Context: an optimization exercise on an open-source flow, tuned for small area. The choices shown serve that exercise and are no tape-out recipe.
The RTL was checked by simulation tests, not by an equivalence proof against the original design.
Power is estimated from default activity; no workload was simulated.

==> flow/run.sh <==
#!/bin/bash
# The standard layout, with three of its steps tuned for area:
#  - synthesis maps the logic with an area-oriented ABC script (flow/abc_area.script)
#    instead of ORFS's delay-oriented one; everything else in the synthesis is the
#    standard one (synth_recipe.tcl), so the registers are the same;
#  - ports are buffered with buf_1 rather than the resizer's default delay cell;
#  - clock-tree sinks are clustered in larger groups.
set -euo pipefail
here=$(pwd)
{
  echo "proc abc {args} {"
  echo "  set i [lsearch -exact \$args -script]"
  echo "  if {\$i >= 0} { lset args [expr {\$i + 1}] $here/flow/abc_area.script }"
  echo "  yosys abc {*}\$args"
  echo "}"
  cat synth_recipe.tcl
} > area_synth.tcl
sed "s#SYNTH_SCRIPT=[^ ]*#SYNTH_SCRIPT=$here/area_synth.tcl#" standard.sh > area_standard.sh
export BUFFER_PORTS_ARGS="-buffer_cell sky130_fd_sc_hd__buf_1"
export CTS_ARGS="-sink_clustering_enable -repair_clock_nets -buf_list sky130_fd_sc_hd__clkbuf_8 -sink_clustering_size 16 -sink_clustering_max_diameter 60 -dont_use_dummy_load"
bash area_standard.sh > standard.log 2>&1
==> config.mk <==
export PLATFORM = sky130hd
export DESIGN_NAME = bf8b
export DESIGN_NICKNAME = bf8b
export VERILOG_FILES = /design/flow/design.v
export SDC_FILE = /design/flow/constraint.sdc
export NUM_CORES = 8
export LEC_CHECK = 0
export CAP_MARGIN = 20
export CORE_MARGIN = 2
export CORE_UTILIZATION = 50
export SLEW_MARGIN = 20
==> flow/abc_area.script <==
&get -n
&st
&syn2
&dch
&nf -R 1000
&put
==> design.v <==
module uart (
    input rst,
    input clk,
    input [1:0] t,
    input st_go,                 
    input [2:0] sel,             
    input [7:0] st_byte,
    input dma_pass,
    input dma_rx,                
    input [7:0] ptr_byte,
    input dma_done,              
    input txcap,                 
    input [7:0] tx_in,
    output [7:0] rd_byte,        
    output [7:0] ptr_tap,        
    output reg [7:0] rx_byte,
    output dma_req,
    output rx_need,
    input rx,
    output tx
);
reg [7:0] u0 [0:3];
reg [7:0] u1 [0:3];
reg [7:0] u2 [0:3];
reg [7:0] u3 [0:3];
reg [7:0] u4 [0:3];
reg [7:0] u5 [0:3];
wire [7:0] tx_start = u0[0];
wire [7:0] tx_end = u1[0];
wire [7:0] rx_start = u2[0];
wire [7:0] rx_end = u3[0];
wire [7:0] tx_ptr = u4[0];
wire [7:0] rx_ptr = u5[0];
reg tx_en, rx_en;
reg [1:0] clr_cnt;
wire clr = rst | (clr_cnt != 0);
reg ptrrst;                      
wire ptrrst_now = (t == 0) ? st_byte[5] : ptrrst;
wire st_cfg = st_go & (sel == 3'd0);
wire w0 = st_go & (sel == 3'd1);
wire w1 = st_go & (sel == 3'd2);
wire w2 = st_go & (sel == 3'd3);
wire w3 = st_go & (sel == 3'd4);
wire w4 = w0 | (dma_pass & ~dma_rx);
wire w5 = w2 | (st_cfg & ptrrst_now) | (dma_pass & dma_rx);
wire [7:0] d4 = dma_pass ? ptr_byte : st_byte;
wire [7:0] d5 = dma_pass ? ptr_byte : (st_cfg ? rx_start : st_byte);
integer k;
always @(posedge clk) begin
    for (k = 0; k < 3; k = k + 1) begin
        u0[k] <= u0[k+1];
        u1[k] <= u1[k+1];
        u2[k] <= u2[k+1];
        u3[k] <= u3[k+1];
        u4[k] <= u4[k+1];
        u5[k] <= u5[k+1];
    end
    u0[3] <= clr ? 8'd0 : w0 ? st_byte : u0[0];
    u1[3] <= clr ? 8'd0 : w1 ? st_byte : u1[0];
    u2[3] <= clr ? 8'd0 : w2 ? st_byte : u2[0];
    u3[3] <= clr ? 8'd0 : w3 ? st_byte : u3[0];
    u4[3] <= clr ? 8'd0 : w4 ? d4 : u4[0];
    u5[3] <= clr ? 8'd0 : w5 ? d5 : u5[0];
end
reg txeq_acc, rxeq_acc, tx_eq, rx_eq;
wire txeq_now = (tx_ptr == tx_end) & ((t == 0) | txeq_acc);
wire rxeq_now = (rx_ptr == rx_end) & ((t == 0) | rxeq_acc);
reg [9:0] txs;
reg [2:0] txc;
wire tx_busy = txs != 0;
wire tx_need = tx_en & ~tx_eq & ~tx_busy & ~txcap;
wire tx_done = tx_en & tx_eq & ~tx_busy & ~txcap;
assign tx = txs[0] | ~tx_busy;
reg rx_prev, rvalid;
reg [9:0] rs;
reg [2:0] rc;
wire rx_idle = rs[0];
wire rx_full = rx_en & rx_eq;
assign rx_need = rvalid;
assign dma_req = rvalid | tx_need;
assign ptr_tap = dma_rx ? rx_ptr : tx_ptr;
always @(*) rx_byte = rs[9:2];
always @(posedge clk) begin
    txeq_acc <= txeq_now;
    rxeq_acc <= rxeq_now;
    if (t == 2'd3) begin
        tx_eq <= txeq_now;
        rx_eq <= rxeq_now;
    end
    if (t == 0)
        ptrrst <= st_byte[5];
    if (rst) begin
        clr_cnt <= 2'd3;
        txs <= 10'd0;
        rx_prev <= 1'b1;
        rs[0] <= 1'b1;
        rvalid <= 0;
        tx_en <= 0;
        rx_en <= 0;
    end else begin
        if (clr_cnt != 0)
            clr_cnt <= clr_cnt - 1'b1;
        if (txcap) begin
            txs <= {1'b1, tx_in, 1'b0};
            txc <= 0;
        end else if (tx_busy && t == 0) begin
            txc <= txc + 1'b1;
            if (txc == 3'd7)
                txs <= {1'b0, txs[9:1]};
        end
        rx_prev <= rx;
        if (rx_idle) begin
            if (rx_prev & ~rx) begin
                rs <= 10'b1000000000;
                rc <= 0;
            end
        end else if (t == 0) begin
            rc <= rc + 1'b1;
            if (rc == 3'd3) begin
                rs <= {rx, rs[9:1]};
                if (rs[1])
                    rvalid <= rx_en & ~rx_eq;
            end
        end
        if (dma_done & dma_rx)
            rvalid <= 0;
        if (st_cfg && t == 0) begin
            tx_en <= st_byte[1];
            rx_en <= st_byte[2];
        end
    end
end
reg [7:0] rdb;
always @(*) begin
    case (sel)
        3'd0: rdb = (t == 0) ? {3'b0, rx_full, tx_done, rx_en, tx_en, 1'b0} : 8'd0;
        3'd1: rdb = tx_start;
        3'd2: rdb = tx_end;
        3'd3: rdb = rx_start;
        3'd4: rdb = rx_end;
        3'd5: rdb = rx_ptr;
        default: rdb = 8'd0;
    endcase
end
assign rd_byte = rdb;
endmodule
module bf8b (
    input rst,
    input clk,
    input rx,
    input [31:0] data_in,
    output [31:0] data_out,
    output [29:0] addr,
    output [3:0] wes,
    output tx
);
localparam P_FETCH = 2'd0;      
localparam P_EX    = 2'd1;      
localparam P_EX2   = 2'd2;      
localparam P_DMA   = 2'd3;      
localparam K_SLT   = 3'd0;
localparam K_SH    = 3'd1;
localparam K_LOAD  = 3'd2;
localparam K_STORE = 3'd3;
localparam K_JMP   = 3'd4;
reg [1:0] t;
reg [1:0] pass;
reg [2:0] k2;
reg [29:0] pc;
reg [31:0] a;
reg [4:0] rlo;                   
reg [2:0] rf3;                   
reg c;                           
reg cc;                          
reg zacc;                        
reg flag;                        
reg dsel;                        
reg txcap;                       
reg pcinc;                       
reg uflag;                       
wire t0 = t == 2'd0;
wire t1 = t == 2'd1;
wire t3 = t == 2'd3;
wire [31:0] ir = data_in;
wire [4:0] opc = ir[6:2];
wire [2:0] f3 = ir[14:12];
wire [4:0] rd = ir[11:7];
wire [4:0] rs1 = ir[19:15];
wire [4:0] rs2 = ir[24:20];
wire is_load  = opc == 5'b00000;
wire is_opimm = opc == 5'b00100;
wire is_auipc = opc == 5'b00101;
wire is_store = opc == 5'b01000;
wire is_op    = opc == 5'b01100;
wire is_lui   = opc == 5'b01101;
wire is_br    = opc == 5'b11000;
wire is_jalr  = opc == 5'b11001;
wire is_jal   = opc == 5'b11011;
wire is_alu   = is_op | is_opimm;
wire is_slt   = is_alu & (f3[2:1] == 2'b01);
wire is_sh    = is_alu & (f3[1:0] == 2'b01);
reg [31:0] imm;
always @(*) begin
    if (is_store)
        imm = {{20{ir[31]}}, ir[31:25], ir[11:7]};
    else if (is_br)
        imm = {{19{ir[31]}}, ir[31], ir[7], ir[30:25], ir[11:8], 1'b0};
    else if (is_lui | is_auipc)
        imm = {ir[31:12], 12'b0};
    else if (is_jal)
        imm = {{11{ir[31]}}, ir[31], ir[19:12], ir[20], ir[30:21], 1'b0};
    else
        imm = {{20{ir[31]}}, ir[31:20]};
end
wire [7:0] immb = imm[8*t +: 8];
wire [4:0] rs2x = (pass == P_EX) ? rs2 : rlo;
wire [7:0] p1, p2;
reg wen;
reg [4:0] wreg;
reg [7:0] wbyte;
integer j;
regfile RF (
    .clk(clk),
    .rs1(rs1),
    .rs2(rs2x),
    .wen(wen),
    .wreg(wreg),
    .wbyte(wbyte),
    .p1(p1),
    .p2(p2)
);
reg inc_a;                       
reg cin_a;
reg sel_ea;
wire [29:0] inc = (inc_a ? a[31:2] : pc) + cin_a;
wire [31:0] pcw = {pc, 2'b00};
wire [7:0] pcb = pcw[8*t +: 8];
wire [7:0] uart_ptr;
wire in_dma = pass == P_DMA;
wire in_ex2 = pass == P_EX2;
wire use_pc = in_ex2 | is_auipc | is_jal | is_br;
wire [7:0] ain = in_dma ? uart_ptr : use_pc ? pcb : is_lui ? 8'd0 : p1;
wire [7:0] bin = in_dma ? 8'd0 : in_ex2 ? {5'd0, t0, 2'd0} : is_op ? p2 : immb;
wire sub = ~in_dma & is_op & ir[30] & (f3 == 3'b000);
wire cin = t0 ? (sub | in_dma) : c;
wire [8:0] sum = {1'b0, ain} + {1'b0, bin ^ {8{sub}}} + cin;
wire [7:0] cb = (is_op | is_br) ? p2 : immb;
wire ccin = t0 ? 1'b1 : cc;
wire [8:0] cdiff = {1'b0, p1} + {1'b0, ~cb} + ccin;
wire ltu = ~cdiff[8];
wire lt = ltu ^ p1[7] ^ cb[7];
wire eq = (p1 == cb) & (t0 | zacc);
wire cond = f3[2] ? (f3[1] ? ltu : lt) : eq;
wire taken = cond ^ f3[0];
wire left = ~f3[2];
wire [1:0] q = rlo[4:3];
wire [2:0] rr = rlo[2:0];
wire fill = ir[30] & flag;
wire [1:0] hi_i = left ? -q : q + 2'd1;
wire [1:0] lo_i = left ? ~q : q;
wire [7:0] hi_b = a[8*hi_i +: 8];
wire [7:0] lo_b = a[8*lo_i +: 8];
wire hi_ok = left ? (t >= q) : ({1'b0, t} + q < 3'd3);
wire lo_ok = left ? ({1'b0, t} >= q + 3'd1) : ({1'b0, t} + q < 3'd4);
wire [7:0] hi_v = hi_ok ? hi_b : {8{fill}};
wire [7:0] lo_v = lo_ok ? lo_b : {8{fill}};
wire [15:0] win = left ? {1'b0, hi_v, lo_v[7:1]} : {hi_v, lo_v};
wire [15:0] wsh = win >> (left ? ~rr : rr);
wire [7:0] shout = wsh[7:0];
reg [7:0] alub;
always @(*) begin
    case ({is_alu, f3})
        4'b1100: alub = p1 ^ bin;
        4'b1110: alub = p1 | bin;
        4'b1111: alub = p1 & bin;
        default: alub = sum[7:0];
    endcase
end
wire [1:0] aoff = a[1:0];
wire [1:0] lm = aoff + t;
wire [7:0] lraw = data_in[8*lm +: 8];
wire [1:0] sgn_i = aoff + {1'b0, rf3[0]};
wire lsgn = data_in[8*sgn_i + 7] & ~rf3[2];
wire lext = (rf3[1:0] == 2'b00) ? ~t0 : (rf3[1:0] == 2'b01) ? t[1] : 1'b0;
wire [7:0] ldb = lext ? {8{lsgn}} : lraw;
wire [1:0] lsz = (rf3[1:0] == 2'b00) ? 2'd0 : (rf3[1:0] == 2'b01) ? 2'd1 : 2'd3;
wire [1:0] tn = t + 2'd1;
wire [2:0] lnext = {1'b0, aoff} + {1'b0, (tn < lsz) ? tn : lsz};
wire uart_ea = sum[7:0] == 8'hFF && a[31:24] == 8'hFF && a[23:16] == 8'h00;
wire [2:0] sbyte = {1'b0, aoff} + {1'b0, t};
wire [2:0] ssize = (rf3[1:0] == 2'b00) ? 3'd1 : (rf3[1:0] == 2'b01) ? 3'd2 : 3'd4;
wire b3done = rf3[1:0] == 2'b10 && aoff == 2'd0;
wire st_now = {1'b0, t} < ssize && !(t3 && b3done);
wire [7:0] uart_rd;
wire [7:0] rx_byte;
wire dma_req, rx_need;
wire dma_rx = t0 ? rx_need : dsel;
wire k_uart = pass == P_EX2 && (k2 == K_LOAD || k2 == K_STORE) && uflag;
uart UART (
    .rst(rst),
    .clk(clk),
    .t(t),
    .st_go(k_uart && k2 == K_STORE),
    .sel(a[4:2]),
    .st_byte(p2),
    .dma_pass(in_dma),
    .dma_rx(dma_rx),
    .ptr_byte(sum[7:0]),
    .dma_done(in_dma & t3),
    .txcap(txcap),
    .tx_in(lraw),
    .rd_byte(uart_rd),
    .ptr_tap(uart_ptr),
    .rx_byte(rx_byte),
    .dma_req(dma_req),
    .rx_need(rx_need),
    .rx(rx),
    .tx(tx)
);
reg [1:0] npass;
reg [2:0] nk2;
reg pc_we;                       
reg [31:0] na;
reg [3:0] wes_r;
reg [7:0] dbyte;
task automatic advance(input jump);
    begin
        pc_we = 1'b1;
        sel_ea = jump;
        cin_a = 1'b1;
        npass = dma_req ? P_DMA : P_EX;
    end
endtask
always @(*) begin
    npass = pass;
    nk2 = k2;
    pc_we = 1'b0;
    na = a;
    sel_ea = 1'b0;
    cin_a = 1'b0;
    inc_a = 1'b0;
    wes_r = 4'b0;
    wen = 1'b0;
    wreg = rd;
    wbyte = alub;
    dbyte = p2;
    case (pass)
        P_FETCH: begin
            if (t0 && pcinc) begin
                cin_a = 1'b1;
                pc_we = 1'b1;
            end
            if (t3)
                npass = dma_req ? P_DMA : P_EX;
        end
        P_EX: begin
            if (is_alu & (is_slt | is_sh)) begin
                na = {p1, a[31:8]};
                if (t3) begin
                    nk2 = is_slt ? K_SLT : K_SH;
                    npass = P_EX2;
                end
            end else if (is_alu | is_lui | is_auipc) begin
                wen = 1'b1;
                if (t3)
                    advance(1'b0);
            end else if (is_br) begin
                na = {sum[7:0], a[31:8]};
                if (t3)
                    advance(taken);
            end else if (is_jal | is_jalr) begin
                na = {sum[7:0], a[31:8]};
                if (t3) begin
                    nk2 = K_JMP;
                    npass = P_EX2;
                end
            end else begin
                na = {sum[7:0], a[31:8]};
                if (t3) begin
                    nk2 = is_load ? K_LOAD : K_STORE;
                    npass = P_EX2;
                    if (is_load)
                        sel_ea = 1'b1;
                    else if (f3[1:0] == 2'b10 && a[9:8] == 2'b00 && !uart_ea) begin
                        sel_ea = 1'b1;
                        wes_r = 4'b1000;
                    end
                end
            end
        end
        P_EX2: begin
            case (k2)
                K_SLT: begin
                    wen = 1'b1;
                    wbyte = {7'b0, flag & t0};
                    if (t3)
                        advance(1'b0);
                end
                K_JMP: begin
                    wen = 1'b1;
                    wbyte = sum[7:0];
                    if (t3) begin
                        pc_we = 1'b1;
                        inc_a = 1'b1;
                        npass = dma_req ? P_DMA : P_EX;
                    end
                end
                K_SH: begin
                    wen = 1'b1;
                    wbyte = shout;
                    na = {a[7:0], a[31:8]};
                    if (t3)
                        advance(1'b0);
                end
                K_LOAD: begin
                    wen = 1'b1;
                    wreg = rlo;
                    if (uflag)
                        wbyte = uart_rd;
                    else begin
                        wbyte = ldb;
                        if (!t3) begin
                            inc_a = 1'b1;
                            cin_a = lnext[2];
                        end
                    end
                    if (t3)
                        advance(1'b0);
                end
                default: begin
                    if (!uflag && st_now) begin
                        inc_a = 1'b1;
                        cin_a = sbyte[2];
                        wes_r = 4'b0001 << sbyte[1:0];
                    end
                    if (t3) begin
                        if (!uflag && st_now)
                            npass = P_FETCH;     
                        else
                            advance(1'b0);
                    end
                end
            endcase
        end
        default: begin
            na = {uart_ptr, a[31:8]};
            if (t3) begin
                sel_ea = 1'b1;
                if (dsel) begin
                    wes_r = 4'b0001 << a[9:8];
                    dbyte = rx_byte;
                end
                npass = P_FETCH;
            end
        end
    endcase
end
wire [29:0] ea = {in_dma ? uart_ptr : sum[7:0], a[31:10]};
assign addr = sel_ea ? ea : inc;
assign wes = rst ? 4'b0 : wes_r;
assign data_out = {4{dbyte}};
always @(posedge clk) begin
    if (rst) begin
        t <= 2'd0;
        pass <= P_FETCH;
        pc <= 30'd0;
        txcap <= 1'b0;
        pcinc <= 1'b0;
    end else begin
        t <= t + 1'b1;
        pass <= npass;
        if (pc_we)
            pc <= addr;
        txcap <= in_dma && t3 && !dsel;
        if (pass == P_EX2 && k2 == K_STORE && t3 && !uflag && st_now)
            pcinc <= 1'b1;
        else if (pass == P_FETCH && t0)
            pcinc <= 1'b0;
    end
    k2 <= nk2;
    a <= na;
    c <= sum[8];
    cc <= cdiff[8];
    zacc <= eq;
    if (pass == P_EX && t3) begin
        flag <= is_slt ? (f3[0] ? ltu : lt) : p1[7];
        uflag <= uart_ea;
    end
    if (pass == P_EX) begin
        rf3 <= f3;
        if (is_load)
            rlo <= rd;
        else if (is_op & is_sh)
            rlo <= t0 ? p2[4:0] : rlo;
        else
            rlo <= rs2;
    end
    if (in_dma && t0)
        dsel <= rx_need;
end
endmodule
module regfile (
    input clk,
    input [4:0] rs1,
    input [4:0] rs2,
    input wen,
    input [4:0] wreg,
    input [7:0] wbyte,
    output [7:0] p1,
    output [7:0] p2
);
reg [7:0] rf [1:31][0:3];
wire [31:1] sel1, sel2;
wire [31*8-1:0] taps;
integer r, j;
genvar gr;
generate
    for (gr = 1; gr < 32; gr = gr + 1) begin : TAP
        assign taps[8*(gr-1) +: 8] = rf[gr][0];
    end
endgenerate
onehot5 DEC1 (.x(rs1), .y(sel1));
onehot5 DEC2 (.x(rs2), .y(sel2));
rdmux RD1 (.sel(sel1), .taps(taps), .q(p1));
rdmux RD2 (.sel(sel2), .taps(taps), .q(p2));
always @(posedge clk) begin
    for (r = 1; r < 32; r = r + 1) begin
        for (j = 0; j < 3; j = j + 1)
            rf[r][j] <= rf[r][j+1];
        rf[r][3] <= (wen && wreg == r) ? wbyte : rf[r][0];
    end
end
endmodule
module onehot5 (
    input [4:0] x,
    output [31:1] y
);
genvar i;
generate
    for (i = 1; i < 32; i = i + 1) begin : D
        assign y[i] = x == i;
    end
endgenerate
endmodule
module rdmux (
    input [31:1] sel,
    input [31*8-1:0] taps,
    output [7:0] q
);
wire [7:0] l0 [0:31];
wire [7:0] l1 [0:15];
wire [7:0] l2 [0:7];
wire [7:0] l3 [0:3];
wire [7:0] l4 [0:1];
genvar i;
generate
    assign l0[0] = 8'd0;
    for (i = 1; i < 32; i = i + 1) begin : L0
        assign l0[i] = {8{sel[i]}} & taps[8*(i-1) +: 8];
    end
    for (i = 0; i < 16; i = i + 1) begin : L1
        assign l1[i] = l0[2*i] | l0[2*i+1];
    end
    for (i = 0; i < 8; i = i + 1) begin : L2
        assign l2[i] = l1[2*i] | l1[2*i+1];
    end
    for (i = 0; i < 4; i = i + 1) begin : L3
        assign l3[i] = l2[2*i] | l2[2*i+1];
    end
    for (i = 0; i < 2; i = i + 1) begin : L4
        assign l4[i] = l3[2*i] | l3[2*i+1];
    end
endgenerate
assign q = l4[0] | l4[1];
endmodule
==> constraint.sdc <==
create_clock -name core_clock -period 14.0 [get_ports {clk}]
set_input_delay 2.8000 -clock core_clock [delete_from_list [all_inputs] [get_ports {clk}]]
set_output_delay 2.8000 -clock core_clock [all_outputs]
set_load 0.01 [all_outputs]
==> standard.sh <==
#!/bin/bash
# synth_recipe.tcl (not shown) runs the flow's synth.tcl, then flattens the netlist and writes it again
# the make line also repeats each setting of config.mk as NAME=value (left out here)
make -C /OpenROAD-flow-scripts/flow DESIGN_CONFIG=/design/flow/config.mk WORK_HOME=/design/flow/orfs CLKGATE_MAP_FILE= SYNTH_SCRIPT=/design/flow/synth_recipe.tcl "${@:-finish}"
==> flow_metrics.tcl, run 1 <==
set metrics [dict create \
    result_of_the_run "finished clean" \
    tightest_slew_ps 1110 \
    yosysTopAreaCell "sky130_fd_sc_hd__dfxtp_1" \
    dp_cells 4903 \
    setup_viol 0 \
    firstDrtPassIters 8 \
    yosysWarnings 11 \
    synthDistinctLibCells 64 \
    synth_enable_flop_cells 63 \
    initial_core_util_pct 50.5 \
    syn2layout_area_growth_pct 9.08 \
    post_synth_simple_gate_area_pct 11.5 \
    grt_antenna_before_repair 3 \
    place_ws_ps 1530 \
    yosys-mux-area-fraction_pct 3.15 \
    final-hold-violation-count 0 \
    holdBufCountCts 0 \
    worst_ir_drop_vdd_mv 0.112 \
    cell_depth_of_the_worst_hold_path 0 \
    final_net_count 4041 \
    area_of_the_multi_input_gates_um2 13700 \
    gp_congestion 0.996 \
    ys_dominant_reg_cell "sky130_fd_sc_hd__dfxtp_1" \
    postRouteWirelength_um 134000 \
    placeableCoreArea_um2 80500 \
    io_pins 102 \
    instances_no_fill 5009 \
    numCtsBuffers 101 \
    cell_count_after_synthesis 3684 \
    groute.usage.overall_pct 31.5 \
    grt_max_degree 57 \
    finalCritPeriodShare_pct 90.7 \
    seq_area_um2 26800 \
    cts_sinks 1306 \
    synth_seq_cells 1306 \
    die-width_um 289 \
    starting_drt_drc_count 3261 \
    drt_via_density 5.89 \
    synthDominantCellAreaShare_pct 61.1 \
    slowest_stage "sky130_fd_sc_hd__a2111oi_0" \
    worst-endpoint-arrival_ps 9900 \
    period_needed_ps 12700 \
    yosys.area_share.adder_pct 1.90 \
    clock_skew_ps 176 \
    slowest_delay_ps 700 \
    slew_viol_final 0 \
    worst_hold_path_class "register to register" \
    post-cts-setup-buffer-count 0 \
    synthArstFlopShare_pct 0 \
    final.setup.worst_slack_ps 1300 \
    leakagePower_nw 16.5 \
    routedWlPerCell_um 26.7 \
    clk_pin_slew_ps 100 \
    setup_repair_after_global_routing_missed_its_margin "false" \
    drc 0 \
    start_kind "primary input" \
    clock_insertion_delay_worst_skew_ps 780 \
    crit_path_max_fanout 56 \
    setup.worst_path.class "primary input to output pin" \
    syn_area_um2 40700 \
    synth_top_family_by_area "compound AO/OA/AOI/OAI gates" \
    num_vias 29500 \
    fmaxAchievable_mhz 78.8 \
    overflow 0 \
    first_global_vias 27200 \
    syn_nets 3779 \
    endpoint_kind "output pin" \
    port-buffer-count 101 \
    grt_first_pass_wirelength_um 191000 \
    fraction_of_the_yosys_area_taken_by_sequential_cells_pct 65.8 \
    synth_compound_gate_area_share_pct 15.3 \
    worst-r2r-cell-count 34 \
    clock_path_buffers 3 \
    ys_top_cells_by_area "sky130_fd_sc_hd__dfxtp_1 61%, sky130_fd_sc_hd__edfxtp_1 4.6%, sky130_fd_sc_hd__a21oi_1 4.4%" \
    p_per_area_nw_per_um2 133 \
    htree_num_levels 3 \
    n_fill_cell 7220 \
    cp_data_required_time_ps 11200 \
    std_cell_rows 104 \
    detailed_place_hpwl_um 97500 \
    cts_repair_resize_count 0 \
    synth_xor_area_share_pct 1.29 \
    avgSynthCellArea_um2 11.0 \
    cts.root.buffer_cell "sky130_fd_sc_hd__clkbuf_8" \
    slew_headroom_pct 26.1 \
    clock_tree_from_tritoncts "built" \
    max-cap-violations 0 \
    chipHeight_um 289 \
    floorplan.die_area_um2 83700 \
    totalNegativeSetupSlack_ps 0 \
    ant_nets 0 \
    layout-drive-gt1-share_pct 5.93 \
]
placed cells by master, fill, tap and decap left out, drive strengths merged, types with 21 or more instances in the layout:
| cell | instances |
|---|---|
| o21ai | 237 |
| a22oi | 126 |
| a211oi | 31 |
| a21oi | 358 |
| nor2 | 466 |
| clkbuf | 103 |
| a221oi | 54 |
| xor2 | 39 |
| nand2 | 305 |
| ha | 57 |
| a22o | 47 |
| xnor2 | 21 |
| nand3 | 45 |
| dfxtp | 1243 |
| mux2i | 56 |
| edfxtp | 63 |
| mux4 | 23 |
| nor3 | 77 |
| buf | 181 |
| clkinv | 59 |
| nand4 | 34 |
| nor2b | 43 |
| a222oi | 28 |
cell usage after synthesis, drive strengths merged (34+ instances only):
cell / number
nor2b: 43
xor2: 39
mux2i: 56
a21oi: 358
dfxtp: 1243
nor3: 77
nand4: 34
nor2: 466
ha: 57
a22o: 47
o21ai: 237
nand3: 45
nand2: 305
a22oi: 126
edfxtp: 63
clkinv: 59
a221oi: 54
registers in the layout, indices dropped and copies added, names as in the netlist, 3 cells and up:
signal	flops
UART.txs	10
UART.rs	10
UART.u5	32
UART.u1	32
UART.txc	3
k2	3
a	32
UART.rc	3
UART.u2	32
UART.u0	32
UART.u4	32
rf3	3
pc	30
UART.u3	32
rlo	5
RF.rf	992
per-layer routing:
metal / global-route usage [%] / up-vias / wire, um
met5: 0 / - / 0
met4: 14.1 / 0 / 6890
met3: 5.44 / 336 / 9920
met2: 49.7 / 1389 / 59400
met1: 42.5 / 14100 / 57300
li1: - / 13700 / -
stage by stage:
step / hold slack, ps / cell area, um^2 / total power, W / util [%]
5_1_grt: 262 / 44400 / 0.00613 / 55.1
6_report: 270 / 44400 / 0.00592 / 55.1
4_1_cts: 248 / 44400 / 0.00596 / 55.1
3_3_place_gp: 309 / 43000 / 0.00428 / 53.3
3_5_place_dp: 312 / 43000 / 0.00427 / 53.4
2_1_floorplan: 310 / 40700 / 0.00407 / -
power by group:
part / switching [W] / leakage, nW / internal [W]
clock: 0.00108 / 0.726 / 0.000643
sequential: 0.0000187 / 10.6 / 0.00376
combinational: 0.000314 / 5.21 / 0.000110
kinds of logic (layout without fill, tap and decap cells):
| family | after synthesis | in the layout |
|---|---|---|
| XOR/XNOR | 60 | 60 |
| other | 0 | 5 |
| AO/OA/AOI/OAI | 999 | 999 |
| adder cells (fa/ha/maj) | 60 | 60 |
| multiplexers | 97 | 97 |
| AND/OR/NAND/NOR | 1078 | 1078 |
| buffers and inverters | 84 | 344 |
| flip-flops | 1306 | 1306 |
path summary, 6_finish.rpt:
| check | startpoint | endpoint | slack [ps] |
|---|---|---|---|
| worst max-delay path | data_in[22] | addr[7] | 1300 |
| worst min-delay path | RF.rf[43][3] | RF.rf[42][3] | 270 |
| worst max register to register | rlo[0] | pc[7] | 5290 |
| worst min register to register | RF.rf[43][3] | RF.rf[42][3] | 270 |
layout make-up:
cell class / instances / area share, %
antenna: 5 / 0.0282
multi-input combinational: 2294 / 30.8
clock buffer: 101 / 3.13
tap: 1060 / 2.99
timing repair buffer: 184 / 2.27
inverter: 59 / 0.499
sequential: 1306 / 60.3
critical path: cells and delay by family:
family | cells | cell delay [ps]
adder cells (fa/ha/maj) | 1 | 280
buffers and inverters | 5 | 920
AO/OA/AOI/OAI | 11 | 3080
XOR/XNOR | 1 | 190
AND/OR/NAND/NOR | 10 | 2160
multiplexers | 1 | 400
==> run 2, diff against run 1 <==
--- a/config.mk
+++ b/config.mk
@@ -7,5 +7,5 @@
 export LEC_CHECK = 0
 export CAP_MARGIN = 20
 export CORE_MARGIN = 2
-export CORE_UTILIZATION = 50
+export CORE_UTILIZATION = 60
 export SLEW_MARGIN = 20
==> flow_metrics.tcl, run 2 <==
set metrics [dict create \
    cp_data_required_time_ps 11200 \
    timing.rr.start "rlo[0]" \
    place_ws_ps 1170 \
    syn2layout_area_growth_pct 8.45 \
    worst-endpoint-arrival_ps 10300 \
    largest_register_ffs 992 \
    synth_top_family_by_area "compound AO/OA/AOI/OAI gates" \
    cell_count_after_synthesis 3684 \
    synth_xor_area_share_pct 1.29 \
    yosys-mux-area-fraction_pct 3.15 \
    clock_insertion_delay_worst_skew_ps 790 \
    final_net_count 4041 \
    starting_drt_drc_count 4219 \
    hold_slack_ps 252 \
    die-width_um 264 \
    floorplan.die_area_um2 69900 \
    slew_headroom_pct 17.4 \
    fmaxAchievable_mhz 76.3 \
    clk_pin_slew_ps 100 \
    htree_num_levels 3 \
    global_route.peak_usage_layer "met2" \
    worstReg2RegEnd "pc[23]" \
    firstDrtPassIters 7 \
    chipHeight_um 264 \
    grt_max_degree 57 \
    total_power_w 0.00594 \
    worst_hold_path_class "register to register" \
    numCtsBuffers 98 \
    tightest_slew_ps 1230 \
    p_per_area_nw_per_um2 135 \
    synthArstFlopShare_pct 0 \
    most_common_library_cells_after_synthesis "1,243 x sky130_fd_sc_hd__dfxtp_1, 466 x sky130_fd_sc_hd__nor2_1, 358 x sky130_fd_sc_hd__a21oi_1" \
    clock_tree_from_tritoncts "built" \
    holdBufCountCts 0 \
    hold-path-endpoint "UART.u4[2][6]" \
    cell_depth_of_the_worst_hold_path 0 \
    crit_path_max_fanout 56 \
    final_common_cell "sky130_fd_sc_hd__dfxtp_1" \
    yosys.area_share.adder_pct 1.90 \
    syn_nets 3779 \
    synth_enable_flop_cells 63 \
    yosysTopAreaCell "sky130_fd_sc_hd__dfxtp_1" \
    gp_congestion 1.03 \
    ys_dominant_reg_cell "sky130_fd_sc_hd__dfxtp_1" \
    period_needed_ps 13100 \
    syn_area_um2 40700 \
    avgSynthCellArea_um2 11.0 \
    drc 0 \
    first_global_vias 30700 \
    post_synth_simple_gate_area_pct 11.5 \
    start_kind "primary input" \
    cts_sinks 1306 \
    slowest_stage "sky130_fd_sc_hd__and3_1" \
    worst-r2r-cell-count 36 \
    ant_nets 0 \
    detailed_place_hpwl_um 101000 \
    synth_seq_cells 1306 \
    port-buffer-count 101 \
    largest-register "RF.rf" \
    synth_compound_gate_area_share_pct 15.3 \
    synthDominantCellAreaShare_pct 61.1 \
    ys_top_cells_by_area "sky130_fd_sc_hd__dfxtp_1 61%, sky130_fd_sc_hd__edfxtp_1 4.6%, sky130_fd_sc_hd__a21oi_1 4.4%" \
    std_cell_rows 95 \
    max-cap-violations 0 \
    reg2reg_setup_slack_ps 5310 \
    initial_core_util_pct 60.6 \
    grt_first_pass_wirelength_um 205000 \
    groute.usage.overall_pct 40.0 \
    global_route.usage.met2_pct 63.8 \
    placeableCoreArea_um2 67200 \
    finalCritPeriodShare_pct 93.6 \
    clock_skew_ps 120 \
    slew_viol_final 0 \
    mostFrequentLayoutCells "1,243 x sky130_fd_sc_hd__dfxtp_1, 454 x sky130_fd_sc_hd__nor2_1, 356 x sky130_fd_sc_hd__a21oi_1" \
    grt_antenna_before_repair 5 \
    fraction_of_the_yosys_area_taken_by_sequential_cells_pct 65.8 \
    yosysMostFrequentCell "sky130_fd_sc_hd__dfxtp_1" \
    setup.worst_path.class "primary input to output pin" \
    yosysWarnings 11 \
    setup_repair_after_global_routing_missed_its_margin "false" \
    io_pins 102 \
    min_from "UART.u4[3][6]" \
    final.setup.worst_slack_ps 898 \
    leakagePower_nw 16.5 \
    clock_path_buffers 3 \
    layout-drive-gt1-share_pct 5.98 \
    endpoint_kind "output pin" \
    synthDistinctLibCells 64 \
    drt_via_density 6.51 \
    post-cts-setup-buffer-count 0 \
    cts.root.buffer_cell "sky130_fd_sc_hd__clkbuf_8" \
    postRouteWirelength_um 142000 \
    result_of_the_run "finished clean" \
    overflow 0 \
    cts_repair_resize_count 0 \
    slowest_delay_ps 550 \
    worst_ir_drop_vdd_mv 0.129 \
    critPathMostFrequentCell "sky130_fd_sc_hd__a21oi_1" \
    grt_util_met3_pct 7.19 \
    routedWlPerCell_um 29.4 \
    gr-usage-met1_pct 51.3 \
    totalNegativeSetupSlack_ps 0 \
    num_vias 31400 \
    setup_viol 0 \
    final-hold-violation-count 0 \
]
==> run 2: per-layer routing <==
metal	up-vias	part of all wire, %
met1	15100	39
met5	-	0.026
li1	13700	-
met2	2092	45
met3	537	9.2
met4	6	6.7
==> run 2: power by group <==
group | switching, W | leakage [nW] | internal [W]
clock network | 0.00111 | 0.705 | 0.000625
logic | 0.000316 | 5.22 | 0.000110
registers | 0.0000189 | 10.6 | 0.00376
total | 0.00145 | 16.5 | 0.00449
==> run 2: worst max-delay path by stage <==
stage,from,endpoint,cells past startpoint
finish,data_in[20],addr[29],36
floorplan,data_in[22],addr[10],29
detailed placement,data_in[20],addr[29],36
global route,data_in[20],addr[7],35
CTS,data_in[20],addr[29],36
global placement,data_in[20],addr[29],36
==> run 2: kinds of logic (layout without fill, tap and decap cells) <==
kind of cell    after synthesis  after routing
flops                      1306           1306
simple gates               1078           1078
compound gates              999            999
mux                          97             97
buf+inv                      84            344
fa+ha+maj                    60             60
xor+xnor                     60             60
other cells                   0              7
==> run 2: cell type report <==
cell class	instances	area, um^2
antenna	7	17.5
clock buffer	98	1350
fill	4882	23000
inverter	59	221
multi-input combinational	2294	13700
sequential	1306	26800
tap	873	1090
timing repair buffer	187	1030
==> run 2: worst max-delay path, delay by kind of cell <==
family / cells / cell delay [ps]
AOI/OAI and AO/OA: 14 / 3020
buffers and inverters: 7 / 1650
xor gates and xnor gates: 1 / 200
adders and majority gates: 1 / 280
and+or+nand+nor: 13 / 2350
==> run 2: through the flow <==
step / area (um^2) / cells / util (%)
2_1_floorplan: 40700 / 3684 / -
3_3_place_gp: 42700 / 4718 / 63.6
3_5_place_dp: 42800 / 4719 / 63.7
4_1_cts: 44100 / 4817 / 65.7
5_1_grt: 44100 / 4822 / 65.7
6_report: 44100 / 4824 / 65.7
==> run 3, diff against run 2 <==
--- a/config.mk
+++ b/config.mk
@@ -7,5 +7,5 @@
 export LEC_CHECK = 0
 export CAP_MARGIN = 20
 export CORE_MARGIN = 2
-export CORE_UTILIZATION = 60
+export CORE_UTILIZATION = 55
 export SLEW_MARGIN = 20
==> flow_metrics.tcl, run 3 <==
set metrics [dict create \
    result_of_the_run "finished clean" \
    clock_path_buffers 3 \
    syn_nets 3779 \
    layout-drive-gt1-share_pct 5.98 \
    grt_antenna_before_repair 4 \
    worst_ir_drop_vdd_mv 0.139 \
    start_kind "primary input" \
    slew_headroom_pct 24.6 \
    std_cell_rows 99 \
    port-buffer-count 101 \
    clock_skew_ps 121 \
    groute.usage.overall_pct 35.6 \
    stdcell_area_um2 44300 \
    detailed_place_hpwl_um 102000 \
    avgSynthCellArea_um2 11.0 \
    grt_first_pass_wirelength_um 201000 \
    p_per_area_nw_per_um2 134 \
    fmaxAchievable_mhz 76.8 \
    setup_viol 0 \
    chipHeight_um 276 \
    yosysMostFrequentCell "sky130_fd_sc_hd__dfxtp_1" \
    slew_viol_final 0 \
    post_synth_simple_gate_area_pct 11.5 \
    final_net_count 4043 \
    mostFrequentLayoutCells "1,243 x sky130_fd_sc_hd__dfxtp_1, 457 x sky130_fd_sc_hd__nor2_1, 356 x sky130_fd_sc_hd__a21oi_1" \
    firstDrtPassIters 22 \
    endpoint_kind "output pin" \
    fraction_of_the_yosys_area_taken_by_sequential_cells_pct 65.8 \
    post_dp_cell_area_um2 42900 \
    synthDominantCellAreaShare_pct 61.1 \
    die-width_um 276 \
    post-cts-setup-buffer-count 0 \
    leakagePower_nw 16.5 \
    path_buf_inv 7 \
    yosysTopAreaCell "sky130_fd_sc_hd__dfxtp_1" \
    clock_insertion_delay_worst_skew_ps 760 \
    synth_seq_cells 1306 \
    gp_congestion 1.03 \
    ant_nets 0 \
    setup_repair_after_global_routing_missed_its_margin "false" \
    synth_enable_flop_cells 63 \
    postRouteWirelength_um 139000 \
    tightest_slew_ps 1130 \
    cp_data_required_time_ps 11200 \
    most_common_library_cells_after_synthesis "1,243 x sky130_fd_sc_hd__dfxtp_1, 466 x sky130_fd_sc_hd__nor2_1, 358 x sky130_fd_sc_hd__a21oi_1" \
    largest_register_ffs 992 \
    yosys-mux-area-fraction_pct 3.15 \
    slowest_stage "sky130_fd_sc_hd__buf_1" \
    final-hold-violation-count 0 \
    period_needed_ps 13020 \
    crit_path_max_fanout 56 \
    critPathMostFrequentCell "sky130_fd_sc_hd__a21oi_1" \
    synth_xor_area_share_pct 1.29 \
    n_fill_cell 5802 \
    io_pins 102 \
    cts_sinks 1306 \
    holdBufCountCts 0 \
    setup.worst_path.class "primary input to output pin" \
    cts_repair_resize_count 0 \
    synth_top_family_by_area "compound AO/OA/AOI/OAI gates" \
    syn_area_um2 40700 \
    slowest_delay_ps 810 \
    worst_hold_path_class "register to register" \
    ys_dominant_reg_cell "sky130_fd_sc_hd__dfxtp_1" \
    drc 0 \
    max-cap-violations 0 \
    syn2layout_area_growth_pct 8.75 \
    total_power_w 0.00591 \
    first_global_vias 29600 \
    starting_drt_drc_count 3759 \
    critical-path-top-delay-family "compound AO/OA/AOI/OAI gates" \
    num_vias 30500 \
    grt_max_degree 60 \
    clock_tree_from_tritoncts "built" \
    yosys.area_share.adder_pct 1.90 \
    placeableCoreArea_um2 73100 \
    final_common_cell "sky130_fd_sc_hd__dfxtp_1" \
    seq_area_um2 26800 \
    initial_core_util_pct 55.7 \
    area_of_the_multi_input_gates_um2 13700 \
    overflow 0 \
    yosysWarnings 11 \
    clk_pin_slew_ps 90 \
    synthArstFlopShare_pct 0 \
    finalCritPeriodShare_pct 93.0 \
    synthDistinctLibCells 64 \
    floorplan.die_area_um2 76200 \
    worst-endpoint-arrival_ps 10220 \
    cts.root.buffer_cell "sky130_fd_sc_hd__clkbuf_8" \
    largest-register "RF.rf" \
    final_core_util_pct 60.6 \
    numCtsBuffers 98 \
    drt_via_density 6.22 \
    synth_compound_gate_area_share_pct 15.3 \
    totalNegativeSetupSlack_ps 0 \
    cell_count_after_synthesis 3684 \
    htree_num_levels 3 \
    ys_top_cells_by_area "sky130_fd_sc_hd__dfxtp_1 61%, sky130_fd_sc_hd__edfxtp_1 4.6%, sky130_fd_sc_hd__a21oi_1 4.4%" \
    routedWlPerCell_um 28.3 \
]
## run 3: worst paths after layout
check,from,end,slack (ps),cells after the start
worst max-delay path,data_in[19],addr[28],980,29
worst max register to register,pass[1],pc[23],5280,35
worst min register to register,RF.rf[83][1],RF.rf[82][1],260,0
worst min-delay path,RF.rf[83][1],RF.rf[82][1],260,0
## run 3: per-layer routing
metal / vias up / track usage [%] / share of wire, %
li1: 13700 / - / -
met5: - / 0 / 0.017
met4: 4 / 18.5 / 6.0
met1: 14800 / 46.8 / 41
met2: 1628 / 56.9 / 45
met3: 427 / 6.19 / 7.5
## run 3: cells by family (layout without fill, tap and decap cells)
family,Yosys count,after routing
other,0,3
DFF,1306,1306
muxes,97,97
and+or+nand+nor,1078,1078
buffers and inverters,84,346
AOI/OAI and AO/OA,999,999
adders and majority gates,60,60
xor gates and xnor gates,60,60
## run 3: final cells by class
type | count | share of cell area, %
Clock buffer | 98 | 3.05
Tap cell | 959 | 2.71
Timing Repair Buffer | 189 | 2.36
Antenna cell | 3 | 0.0170
Inverter | 59 | 0.500
Sequential cell | 1306 | 60.5
Multi-Input combinational cell | 2294 | 30.9
## run 3: worst reg2reg max path, delay by kind of cell (launching register included)
kind                       cells  cell delay, ps
AOI/OAI and AO/OA             14            3180
and+or+nand+nor               12            2400
adders and majority gates      2             940
buffers and inverters          6             910
xor gates and xnor gates       1             700
DFF                            1             460
## run 3: per-stage QoR
stage	instances	hold WS, ps	setup slack (ps)
finish	4908	258	984
global placement	4806	310	893
floorplan	3684	310	1280
detailed placement	4807	312	1160
global route	4906	261	496
CTS	4905	243	1150
## run 3: where the power goes
group | total (W) | switching (W) | internal [W]
Combinational | 0.000429 | 0.000320 | 0.000109
Sequential | 0.00378 | 0.0000186 | 0.00376
Clock | 0.00171 | 0.00108 | 0.000625
==> run 4, diff against run 3 <==
--- a/flow/run.sh
+++ b/flow/run.sh
@@ -17,5 +17,5 @@
 } > area_synth.tcl
 sed "s#SYNTH_SCRIPT=[^ ]*#SYNTH_SCRIPT=$here/area_synth.tcl#" standard.sh > area_standard.sh
 export BUFFER_PORTS_ARGS="-buffer_cell sky130_fd_sc_hd__buf_1"
-export CTS_ARGS="-sink_clustering_enable -repair_clock_nets -buf_list sky130_fd_sc_hd__clkbuf_8 -sink_clustering_size 16 -sink_clustering_max_diameter 60 -dont_use_dummy_load"
+export CTS_ARGS="-sink_clustering_enable -repair_clock_nets -buf_list sky130_fd_sc_hd__clkbuf_4 -sink_clustering_size 10 -sink_clustering_max_diameter 40 -dont_use_dummy_load"
 bash area_standard.sh > standard.log 2>&1
--- a/config.mk
+++ b/config.mk
@@ -7,5 +7,5 @@
 export LEC_CHECK = 0
 export CAP_MARGIN = 20
 export CORE_MARGIN = 2
-export CORE_UTILIZATION = 55
+export CORE_UTILIZATION = 50
 export SLEW_MARGIN = 20
==> flow_metrics.tcl, run 4 <==
set metrics [dict create \
    result_of_the_run "finished clean" \
    worst-endpoint-arrival_ps 9860 \
    setup.worst_path.class "primary input to output pin" \
    clock_insertion_delay_worst_skew_ps 1020 \
    groute.usage.overall_pct 31.9 \
    ant_nets 0 \
    endpoint_kind "output pin" \
    yosysMostFrequentCell "sky130_fd_sc_hd__dfxtp_1" \
    slew_viol_final 0 \
    slowest_stage "sky130_fd_sc_hd__a2111oi_0" \
    routedWlPerCell_um 26.5 \
    num_vias 29900 \
    critical-path-top-delay-family "compound AO/OA/AOI/OAI gates" \
    worst_ir_drop_vdd_mv 0.0976 \
    htree_num_levels 4 \
    most_common_library_cells_after_synthesis "1,243 x sky130_fd_sc_hd__dfxtp_1, 466 x sky130_fd_sc_hd__nor2_1, 358 x sky130_fd_sc_hd__a21oi_1" \
    synthDominantCellAreaShare_pct 61.1 \
    slew_headroom_pct 24.6 \
    slowest_delay_ps 680 \
    start_kind "primary input" \
    worst-r2r-cell-count 34 \
    clock_tree_from_tritoncts "built" \
    mostFrequentLayoutCells "1,243 x sky130_fd_sc_hd__dfxtp_1, 457 x sky130_fd_sc_hd__nor2_1, 356 x sky130_fd_sc_hd__a21oi_1" \
    die-width_um 289 \
    leakagePower_nw 16.6 \
    synth_enable_flop_cells 63 \
    crit_path_max_fanout 56 \
    cp_data_required_time_ps 11200 \
    final-hold-violation-count 0 \
    syn_area_um2 40700 \
    chipHeight_um 289 \
    period_needed_ps 12660 \
    drt_via_density 5.89 \
    totalNegativeSetupSlack_ps 0 \
    largest_register_ffs 992 \
    synthArstFlopShare_pct 0 \
    cts_sinks 1306 \
    cell_count_after_synthesis 3684 \
    fmaxAchievable_mhz 79.0 \
    placeableCoreArea_um2 80500 \
    yosysWarnings 11 \
    grt_antenna_before_repair 4 \
    synthDistinctLibCells 64 \
    instances_no_fill 5073 \
    io_pins 102 \
    path_buf_inv 5 \
    tightest_slew_ps 1130 \
    cts.root.buffer_cell "sky130_fd_sc_hd__clkbuf_4" \
    initial_core_util_pct 50.5 \
    worst_hold_path_class "register to register" \
    layout-drive-gt1-share_pct 7.48 \
    clock_skew_ps 147 \
    p_per_area_nw_per_um2 132 \
    setup_repair_after_global_routing_missed_its_margin "false" \
    post-cts-setup-buffer-count 0 \
    drc 0 \
    floorplan.die_area_um2 83700 \
    largest-register "RF.rf" \
    final_net_count 4108 \
    grt_max_degree 57 \
    first_global_vias 27900 \
    starting_drt_drc_count 3152 \
    avgSynthCellArea_um2 11.0 \
    synth_seq_cells 1306 \
    clk_pin_slew_ps 100 \
    fraction_of_the_yosys_area_taken_by_sequential_cells_pct 65.8 \
    port-buffer-count 101 \
    max-cap-violations 0 \
    syn_nets 3779 \
    firstDrtPassIters 9 \
    final_common_cell "sky130_fd_sc_hd__dfxtp_1" \
    setup_viol 0 \
    syn2layout_area_growth_pct 8.72 \
    critical_path_depth 29 \
    cell_depth_of_the_worst_hold_path 0 \
    detailed_place_hpwl_um 97500 \
    ys_top_cells_by_area "sky130_fd_sc_hd__dfxtp_1 61%, sky130_fd_sc_hd__edfxtp_1 4.6%, sky130_fd_sc_hd__a21oi_1 4.4%" \
    dp_cells 4903 \
    grt_first_pass_wirelength_um 192000 \
    numCtsBuffers 167 \
    yosysTopAreaCell "sky130_fd_sc_hd__dfxtp_1" \
    clock_path_buffers 3 \
    finalCritPeriodShare_pct 90.4 \
    postRouteWirelength_um 134000 \
    holdBufCountCts 0 \
    overflow 0 \
    std_cell_rows 104 \
    gp_congestion 0.996 \
    ys_dominant_reg_cell "sky130_fd_sc_hd__dfxtp_1" \
    cts_repair_resize_count 0 \
]
## run 4: cell counts after synthesis
No cell type changed its count.
## run 4: worst register-to-register path: cells and delay by family, from the launching register on
family	cells	cell delay, ps
mux	1	420
flops	1	950
xor+xnor	1	120
fa+ha+maj	1	340
compound gates	11	3030
buf+inv	5	1290
simple gates	15	2270
## run 4: path summary, 6_finish.rpt
check,start,end,slack (ps)
worst max-delay path,data_in[22],addr[7],1340
worst min-delay path,RF.rf[86][7],RF.rf[85][7],230
worst max register to register,rlo[0],pc[12],5420
worst min register to register,RF.rf[86][7],RF.rf[85][7],230
## run 4: final cells by class
type / count / area (um^2)
Fill cell: 7268 / 36300
Sequential cell: 1306 / 26800
Multi-Input combinational cell: 2294 / 13700
Tap cell: 1060 / 1330
Clock buffer: 167 / 1250
Timing Repair Buffer: 185 / 1010
Inverter: 59 / 221
Antenna cell: 2 / 5.00
## run 4: per-stage QoR
step	setup WS [ps]	hold slack [ps]	total power [W]	util, %	cell area [um^2]
finish	1340	232	0.00585	54.9	44300
global route	791	242	0.00609	54.9	44200
CTS	1520	237	0.00590	54.9	44200
detailed placement	1530	312	0.00427	53.4	43000
global placement	828	309	0.00428	53.3	43000
floorplan	1280	310	0.00407	-	40700
## run 4: where the power goes
part           internal, W  total [W]  switching [W]
Clock             0.000547    0.00165        0.00111
Sequential         0.00376    0.00378      0.0000187
Combinational     0.000110   0.000422       0.000312
## run 4: routing by layer
metal / up-vias / part of all wire [%] / global-route usage, %
li1: 13900 / - / -
met1: 14200 / 43 / 42.6
met2: 1467 / 44 / 49.4
met3: 324 / 7.9 / 6.14
met4: 0 / 5.3 / 16.4
met5: - / 0 / 0
## run 4: cell families (layout without fill, tap and decap cells)
| family | count (synthesis) | after routing | synth area share [%] |
|---|---|---|---|
| buffers and inverters | 84 | 411 | 0.996 |
| muxes | 97 | 97 | 3.15 |
| adders and majority gates | 60 | 60 | 1.90 |
| AOI/OAI and AO/OA | 999 | 999 | 15.3 |
| DFF | 1306 | 1306 | 65.8 |
| other | 0 | 2 | 0 |
| and+or+nand+nor | 1078 | 1078 | 11.5 |
| xor gates and xnor gates | 60 | 60 | 1.29 |
==> run 5, diff against run 4 <==
--- a/flow/run.sh
+++ b/flow/run.sh
@@ -17,5 +17,5 @@
 } > area_synth.tcl
 sed "s#SYNTH_SCRIPT=[^ ]*#SYNTH_SCRIPT=$here/area_synth.tcl#" standard.sh > area_standard.sh
 export BUFFER_PORTS_ARGS="-buffer_cell sky130_fd_sc_hd__buf_1"
-export CTS_ARGS="-sink_clustering_enable -repair_clock_nets -buf_list sky130_fd_sc_hd__clkbuf_4 -sink_clustering_size 10 -sink_clustering_max_diameter 40 -dont_use_dummy_load"
+export CTS_ARGS="-sink_clustering_enable -repair_clock_nets -buf_list {sky130_fd_sc_hd__clkbuf_4 sky130_fd_sc_hd__clkbuf_8} -sink_clustering_size 10 -sink_clustering_max_diameter 40 -dont_use_dummy_load"
 bash area_standard.sh > standard.log 2>&1
==> flow_metrics.tcl, run 5 <==
set metrics [dict create \
    synthDominantCellAreaShare_pct 61.1 \
    fraction_of_the_yosys_area_taken_by_sequential_cells_pct 65.8 \
    start_kind "primary input" \
    max-cap-violations 0 \
    holdBufCountCts 0 \
    std_cell_rows 104 \
    layout-drive-gt1-share_pct 7.48 \
    die-width_um 289 \
    final-hold-violation-count 0 \
    numCtsBuffers 167 \
    ys_dominant_reg_cell "sky130_fd_sc_hd__dfxtp_1" \
    avgSynthCellArea_um2 11.0 \
    clock_skew_ps 107 \
    cts_sinks 1306 \
    timing.rr.start "rlo[0]" \
    period_needed_ps 12630 \
    clk_pin_slew_ps 70 \
    post-cts-setup-buffer-count 0 \
    drc 0 \
    clock_insertion_delay_worst_skew_ps 820 \
    slowest_stage "sky130_fd_sc_hd__a2111oi_0" \
    io_pins 102 \
    slew_viol_final 0 \
    hold_slack_ps 260 \
    cell_count_after_synthesis 3684 \
    groute.usage.overall_pct 32.1 \
    synth_enable_flop_cells 63 \
    setup_viol 0 \
    slew_headroom_pct 25.1 \
    syn_area_um2 40700 \
    finalCritPeriodShare_pct 90.2 \
    synth_seq_cells 1306 \
    cts_repair_resize_count 0 \
    ys_top_cells_by_area "sky130_fd_sc_hd__dfxtp_1 61%, sky130_fd_sc_hd__edfxtp_1 4.6%, sky130_fd_sc_hd__a21oi_1 4.4%" \
    clock_tree_from_tritoncts "built" \
    grt_antenna_before_repair 3 \
    worstSetupStartpoint "data_in[22]" \
    syn2layout_area_growth_pct 11.3 \
    mostFrequentLayoutCells "1,243 x sky130_fd_sc_hd__dfxtp_1, 457 x sky130_fd_sc_hd__nor2_1, 356 x sky130_fd_sc_hd__a21oi_1" \
    cts.root.buffer_cell "sky130_fd_sc_hd__clkbuf_8" \
    overflow 0 \
    first_global_vias 27900 \
    largest_register_ffs 992 \
    clock_path_buffers 3 \
    result_of_the_run "finished clean" \
    detailed_place_hpwl_um 97500 \
    initial_core_util_pct 50.5 \
    worst-endpoint-arrival_ps 9830 \
    htree_num_levels 4 \
    slowest_delay_ps 680 \
    yosysTopAreaCell "sky130_fd_sc_hd__dfxtp_1" \
    syn_nets 3779 \
    reg2reg_setup_slack_ps 5390 \
    starting_drt_drc_count 3257 \
    floorplan.die_area_um2 83700 \
    final_common_cell "sky130_fd_sc_hd__dfxtp_1" \
    chipHeight_um 289 \
    worst_ir_drop_vdd_mv 0.113 \
    final_net_count 4107 \
    drt_via_density 5.89 \
    setup.worst_path.class "primary input to output pin" \
    n_fill_cell 7133 \
    totalNegativeSetupSlack_ps 0 \
    gp_congestion 0.996 \
    firstDrtPassIters 8 \
    grt_first_pass_wirelength_um 193000 \
    yosysMostFrequentCell "sky130_fd_sc_hd__dfxtp_1" \
    tightest_slew_ps 1120 \
    crit_path_max_fanout 56 \
    yosysWarnings 11 \
    ant_nets 0 \
    port-buffer-count 101 \
    min_from "RF.rf[86][7]" \
    routedWlPerCell_um 26.6 \
    setup_repair_after_global_routing_missed_its_margin "false" \
    cp_data_required_time_ps 11200 \
    fmaxAchievable_mhz 79.2 \
    largest-register "RF.rf" \
    postRouteWirelength_um 135000 \
    synthArstFlopShare_pct 0 \
    placeableCoreArea_um2 80500 \
    endpoint_kind "output pin" \
    grt_max_degree 57 \
    num_vias 29900 \
    synthDistinctLibCells 64 \
    worst_hold_path_class "register to register" \
    leakagePower_nw 17.0 \
    most_common_library_cells_after_synthesis "1,243 x sky130_fd_sc_hd__dfxtp_1, 466 x sky130_fd_sc_hd__nor2_1, 358 x sky130_fd_sc_hd__a21oi_1" \
    p_per_area_nw_per_um2 142 \
]
[run 5: cell count changes in the layout (fill, tap and decap cells not counted), sizes merged]
| cell | previous run | this run |
|---|---|---|
| buf | 182 | 181 |
| diode | 2 | 3 |
[run 5: worst max-delay path: cells and delay by family]
family	cells	cell delay (ps)
buf+inv	5	900
mux	1	400
simple gates	10	2140
xor+xnor	1	190
fa+ha+maj	1	280
compound gates	11	3060
[run 5: layer usage]
metal / global-route usage [%] / vias to the layer above / share of wire [%]
met1: 42.8 / 14300 / 43
met4: 16.2 / 0 / 5.2
met2: 50.0 / 1450 / 44
met3: 5.98 / 337 / 7.4
met5: 0 / - / 0
li1: - / 13800 / -
[run 5: through the flow]
step                cell area (um^2)  util (%)  cells  power (W)  setup slack, ps
floorplan                      40700         -   3684    0.00407             1280
global placement               43000      53.3   4902    0.00428              828
detailed placement             43000      53.4   4903    0.00427             1530
CTS                            45300      56.2   5070    0.00649             1490
global route                   45300      56.2   5071    0.00667              808
finish                         45300      56.2   5073    0.00644             1370
[run 5: final cells by class]
| type | count | area, um^2 | area share (%) |
|---|---|---|---|
| Sequential cell | 1306 | 26800 | 59.1 |
| Multi-Input combinational cell | 2294 | 13700 | 30.2 |
| Clock buffer | 167 | 2300 | 5.07 |
| Tap cell | 1060 | 1330 | 2.93 |
| Timing Repair Buffer | 184 | 1010 | 2.22 |
| Inverter | 59 | 221 | 0.489 |
| Antenna cell | 3 | 7.51 | 0.0166 |
[run 5: where the power goes]
part | internal [W] | switching, W
sequential | 0.00376 | 0.0000187
combinational | 0.000110 | 0.000313
clock | 0.00105 | 0.00118
[run 5: worst paths after layout]
kind,endpoint,cells past startpoint
max,addr[7],29
min,RF.rf[85][7],0
max reg2reg,pc[12],34
min reg2reg,RF.rf[85][7],0
[run 5: cells by family after synthesis]
logic type / Yosys count / synth area share, %
XOR/XNOR: 60 / 1.29
flip-flops: 1306 / 65.8
adder cells (fa/ha/maj): 60 / 1.90
AO/OA/AOI/OAI: 999 / 15.3
AND/OR/NAND/NOR: 1078 / 11.5
multiplexers: 97 / 3.15
buffers and inverters: 84 / 0.996
==> run 6, diff against run 5 <==
--- a/flow/run.sh
+++ b/flow/run.sh
@@ -17,5 +17,5 @@
 } > area_synth.tcl
 sed "s#SYNTH_SCRIPT=[^ ]*#SYNTH_SCRIPT=$here/area_synth.tcl#" standard.sh > area_standard.sh
 export BUFFER_PORTS_ARGS="-buffer_cell sky130_fd_sc_hd__buf_1"
-export CTS_ARGS="-sink_clustering_enable -repair_clock_nets -buf_list {sky130_fd_sc_hd__clkbuf_4 sky130_fd_sc_hd__clkbuf_8} -sink_clustering_size 10 -sink_clustering_max_diameter 40 -dont_use_dummy_load"
+export CTS_ARGS="-sink_clustering_enable -repair_clock_nets -buf_list {sky130_fd_sc_hd__clkbuf_4 sky130_fd_sc_hd__clkbuf_8} -sink_clustering_size 12 -sink_clustering_max_diameter 40 -dont_use_dummy_load"
 bash area_standard.sh > standard.log 2>&1
==> flow_metrics.tcl, run 6 <==
set metrics [dict create \
    firstDrtPassIters 8 \
    max-cap-violations 0 \
    drt_via_density 5.92 \
    place_ws_ps 1530 \
    fraction_of_the_yosys_area_taken_by_sequential_cells_pct 65.8 \
    period_needed_ps 12630 \
    cts_repair_resize_count 0 \
    drc 0 \
    cts.root.buffer_cell "sky130_fd_sc_hd__clkbuf_8" \
    most_common_library_cells_after_synthesis "1,243 x sky130_fd_sc_hd__dfxtp_1, 466 x sky130_fd_sc_hd__nor2_1, 358 x sky130_fd_sc_hd__a21oi_1" \
    power.sequential.fraction_pct 60.1 \
    combinational_share_of_power_pct 6.7 \
    numCtsBuffers 148 \
    port-buffer-count 101 \
    yosys-mux-area-fraction_pct 3.15 \
    reg2reg_setup_slack_ps 5300 \
    yosysMostFrequentCell "sky130_fd_sc_hd__dfxtp_1" \
    netSwitchingFraction_pct 23.6 \
    clock_path_buffers 3 \
    setup_repair_after_global_routing_missed_its_margin "false" \
    first_global_vias 27600 \
    clock_skew_ps 136 \
    synth_xor_area_share_pct 1.29 \
    worst_ir_drop_vdd_mv 0.0971 \
    slowest_stage "sky130_fd_sc_hd__a2111oi_0" \
    cellInternalPower_w 0.00480 \
    holdBufCountCts 0 \
    clock_tree_from_tritoncts "built" \
    std_cell_rows 104 \
    mostFrequentLayoutCells "1,243 x sky130_fd_sc_hd__dfxtp_1, 457 x sky130_fd_sc_hd__nor2_1, 356 x sky130_fd_sc_hd__a21oi_1" \
    setup_viol 0 \
    synth_seq_cells 1306 \
    syn2layout_area_growth_pct 10.6 \
    p_per_area_nw_per_um2 140 \
    grt_antenna_before_repair 3 \
    worstSetupStartpoint "data_in[22]" \
    setup.worst_path.end "addr[7]" \
    synthDistinctLibCells 64 \
    groute.usage.overall_pct 31.9 \
    result_of_the_run "finished clean" \
    endpoint_kind "output pin" \
    overflow 0 \
    start_kind "primary input" \
    htree_num_levels 4 \
    synth_top_family_by_area "compound AO/OA/AOI/OAI gates" \
    finalCritPeriodShare_pct 90.2 \
    clock_insertion_delay_worst_skew_ps 810 \
    post-cts-setup-buffer-count 0 \
    routedWlPerCell_um 26.7 \
    clockPowerShare_pct 33.2 \
    setup.worst_path.class "primary input to output pin" \
    worst-endpoint-arrival_ps 9830 \
    worstReg2RegEnd "pc[7]" \
    clk_pin_slew_ps 70 \
    starting_drt_drc_count 3449 \
    synth_compound_gate_area_share_pct 15.3 \
    synthArstFlopShare_pct 0 \
    cts_sinks 1306 \
    fmaxAchievable_mhz 79.2 \
    min_from "RF.rf[47][1]" \
    grt_first_pass_wirelength_um 192000 \
    worst_hold_path_class "register to register" \
    detailed_place_hpwl_um 97500 \
    leakagePower_nw 16.9 \
    final_common_cell "sky130_fd_sc_hd__dfxtp_1" \
    synth_enable_flop_cells 63 \
    final_net_count 4088 \
    crit_path_max_fanout 56 \
    slowest_delay_ps 670 \
    die-width_um 289 \
    floorplan.die_area_um2 83700 \
    initial_core_util_pct 50.5 \
    post_synth_simple_gate_area_pct 11.5 \
    cp_data_required_time_ps 11200 \
    chipHeight_um 289 \
    grt_max_degree 57 \
    yosysWarnings 11 \
    syn_area_um2 40700 \
    largest_register_ffs 992 \
    final.setup.worst_slack_ps 1370 \
    yosysTopAreaCell "sky130_fd_sc_hd__dfxtp_1" \
    yosys.area_share.adder_pct 1.90 \
    avgSynthCellArea_um2 11.0 \
    ys_dominant_reg_cell "sky130_fd_sc_hd__dfxtp_1" \
    hold_slack_ps 250 \
    synthDominantCellAreaShare_pct 61.1 \
    postRouteWirelength_um 135000 \
    totalNegativeSetupSlack_ps 0 \
    gp_congestion 0.996 \
    syn_nets 3779 \
    p_switching_w 0.00149 \
    io_pins 102 \
    ys_top_cells_by_area "sky130_fd_sc_hd__dfxtp_1 61%, sky130_fd_sc_hd__edfxtp_1 4.6%, sky130_fd_sc_hd__a21oi_1 4.4%" \
    ant_nets 0 \
    placeableCoreArea_um2 80500 \
    final_core_util_pct 55.9 \
    num_vias 29900 \
    largest-register "RF.rf" \
    slew_viol_final 0 \
    final-hold-violation-count 0 \
    cell_count_after_synthesis 3684 \
    slew_headroom_pct 25.5 \
    worst-r2r-cell-count 34 \
    layout-drive-gt1-share_pct 7.04 \
    tightest_slew_ps 1110 \
    timing.rr.start "rlo[0]" \
]
## run 6: cell count changes in the layout (fill, tap and decap cells not counted), sizes merged
cell    change
diode       -1
clkbuf     -19
## run 6: critical path: cells and delay by family
| kind | cells | cell delay (ps) |
|---|---|---|
| buffers and inverters | 5 | 910 |
| muxes | 1 | 400 |
| adders and majority gates | 1 | 290 |
| AOI/OAI and AO/OA | 11 | 3040 |
| and+or+nand+nor | 10 | 2170 |
| xor gates and xnor gates | 1 | 190 |
## run 6: metrics by stage
stage / std cells / power (W) / instance area [um^2]
after detailed placement: 4903 / 0.00427 / 43000
after global placement: 4902 / 0.00428 / 43000
after CTS: 5051 / 0.00634 / 45000
after floorplan: 3684 / 0.00407 / 40700
after global routing: 5052 / 0.00651 / 45000
final: 5053 / 0.00629 / 45000
## run 6: layout make-up
type	count	area [um^2]
fillers	7144	35500
inverters	59	221
flip-flops and latches	1306	26800
well taps	1060	1330
multi-input cells	2294	13700
repair buffers	184	1010
clock buffers	148	2040
diodes	2	5.00
## run 6: kinds of logic (layout without fill, tap and decap cells)
kind of cell | Yosys count | count (layout)
DFF | 1306 | 1306
and+or+nand+nor | 1078 | 1078
AOI/OAI and AO/OA | 999 | 999
muxes | 97 | 97
other | 0 | 2
adders and majority gates | 60 | 60
xor gates and xnor gates | 60 | 60
buffers and inverters | 84 | 391
## run 6: power by group through the flow
stage	sequential (W)	combinational, W	clock [W]
floorplan	0.00386	0.000208	0
global placement	0.00386	0.000413	0
detailed placement	0.00386	0.000412	0
CTS	0.00378	0.000413	0.00215
global route	0.00378	0.000445	0.00228
finish	0.00378	0.000424	0.00209
## run 6: worst min-delay path by stage
stage | end | slack [ps] | cells past startpoint
floorplan | RF.rf[0][0] | 310 | 0
global placement | RF.rf[18][6] | 310 | 0
detailed placement | RF.rf[0][0] | 310 | 0
CTS | RF.rf[6][1] | 250 | 0
global route | RF.rf[46][1] | 250 | 0
finish | RF.rf[46][1] | 250 | 0
## run 6: routing by layer
metal	track usage [%]	vias up	share of wire [%]
met4	14.5	0	5.1
li1	-	13800	-
met5	0	-	0
met2	50.4	1492	45
met1	42.8	14300	43
met3	5.61	372	7.3

## what the ideal ports hide
In the flow no input, the clock included, has a driving cell. The finished layouts below were timed again as built, in two steps.
Step 1: set_driving_cell puts a clkbuf_16 on clk and a buf_2 on each other input, an assumption about the parent block.
Step 2 times the ports against the registers' clock, not the clock port: input delays grow and output delays shrink by t, the midpoint of the rising clock arrivals with the driver on.
Three values: ideal ports, drivers, drivers and shift; two values: the first two.
run	shift t [ns]	setup WS [ns]	hold WS [ns]	slew at the worst register clock pin (ns)
run 1	0.758	1.304 / 1.281 / 1.281	0.270 / 0.270 / 0.270	0.10 / 0.10
run 2	0.801	0.898 / 0.869 / 0.869	0.252 / 0.252 / 0.252	0.11 / 0.11
run 3	0.766	0.984 / 0.883 / 0.883	0.258 / 0.258 / 0.258	0.11 / 0.11
run 4	1.012	1.338 / 1.316 / 1.316	0.232 / 0.232 / 0.232	0.11 / 0.11
run 5	0.831	1.366 / 1.345 / 1.345	0.260 / 0.260 / 0.260	0.07 / 0.07
run 6	0.804	1.372 / 1.350 / 1.350	0.250 / 0.250 / 0.250	0.08 / 0.08
After both steps setup and hold are still met in every run listed. The setup slack of run 3, which loses most, moves by -0.101 ns with the drivers and by -0.101 ns with both steps.
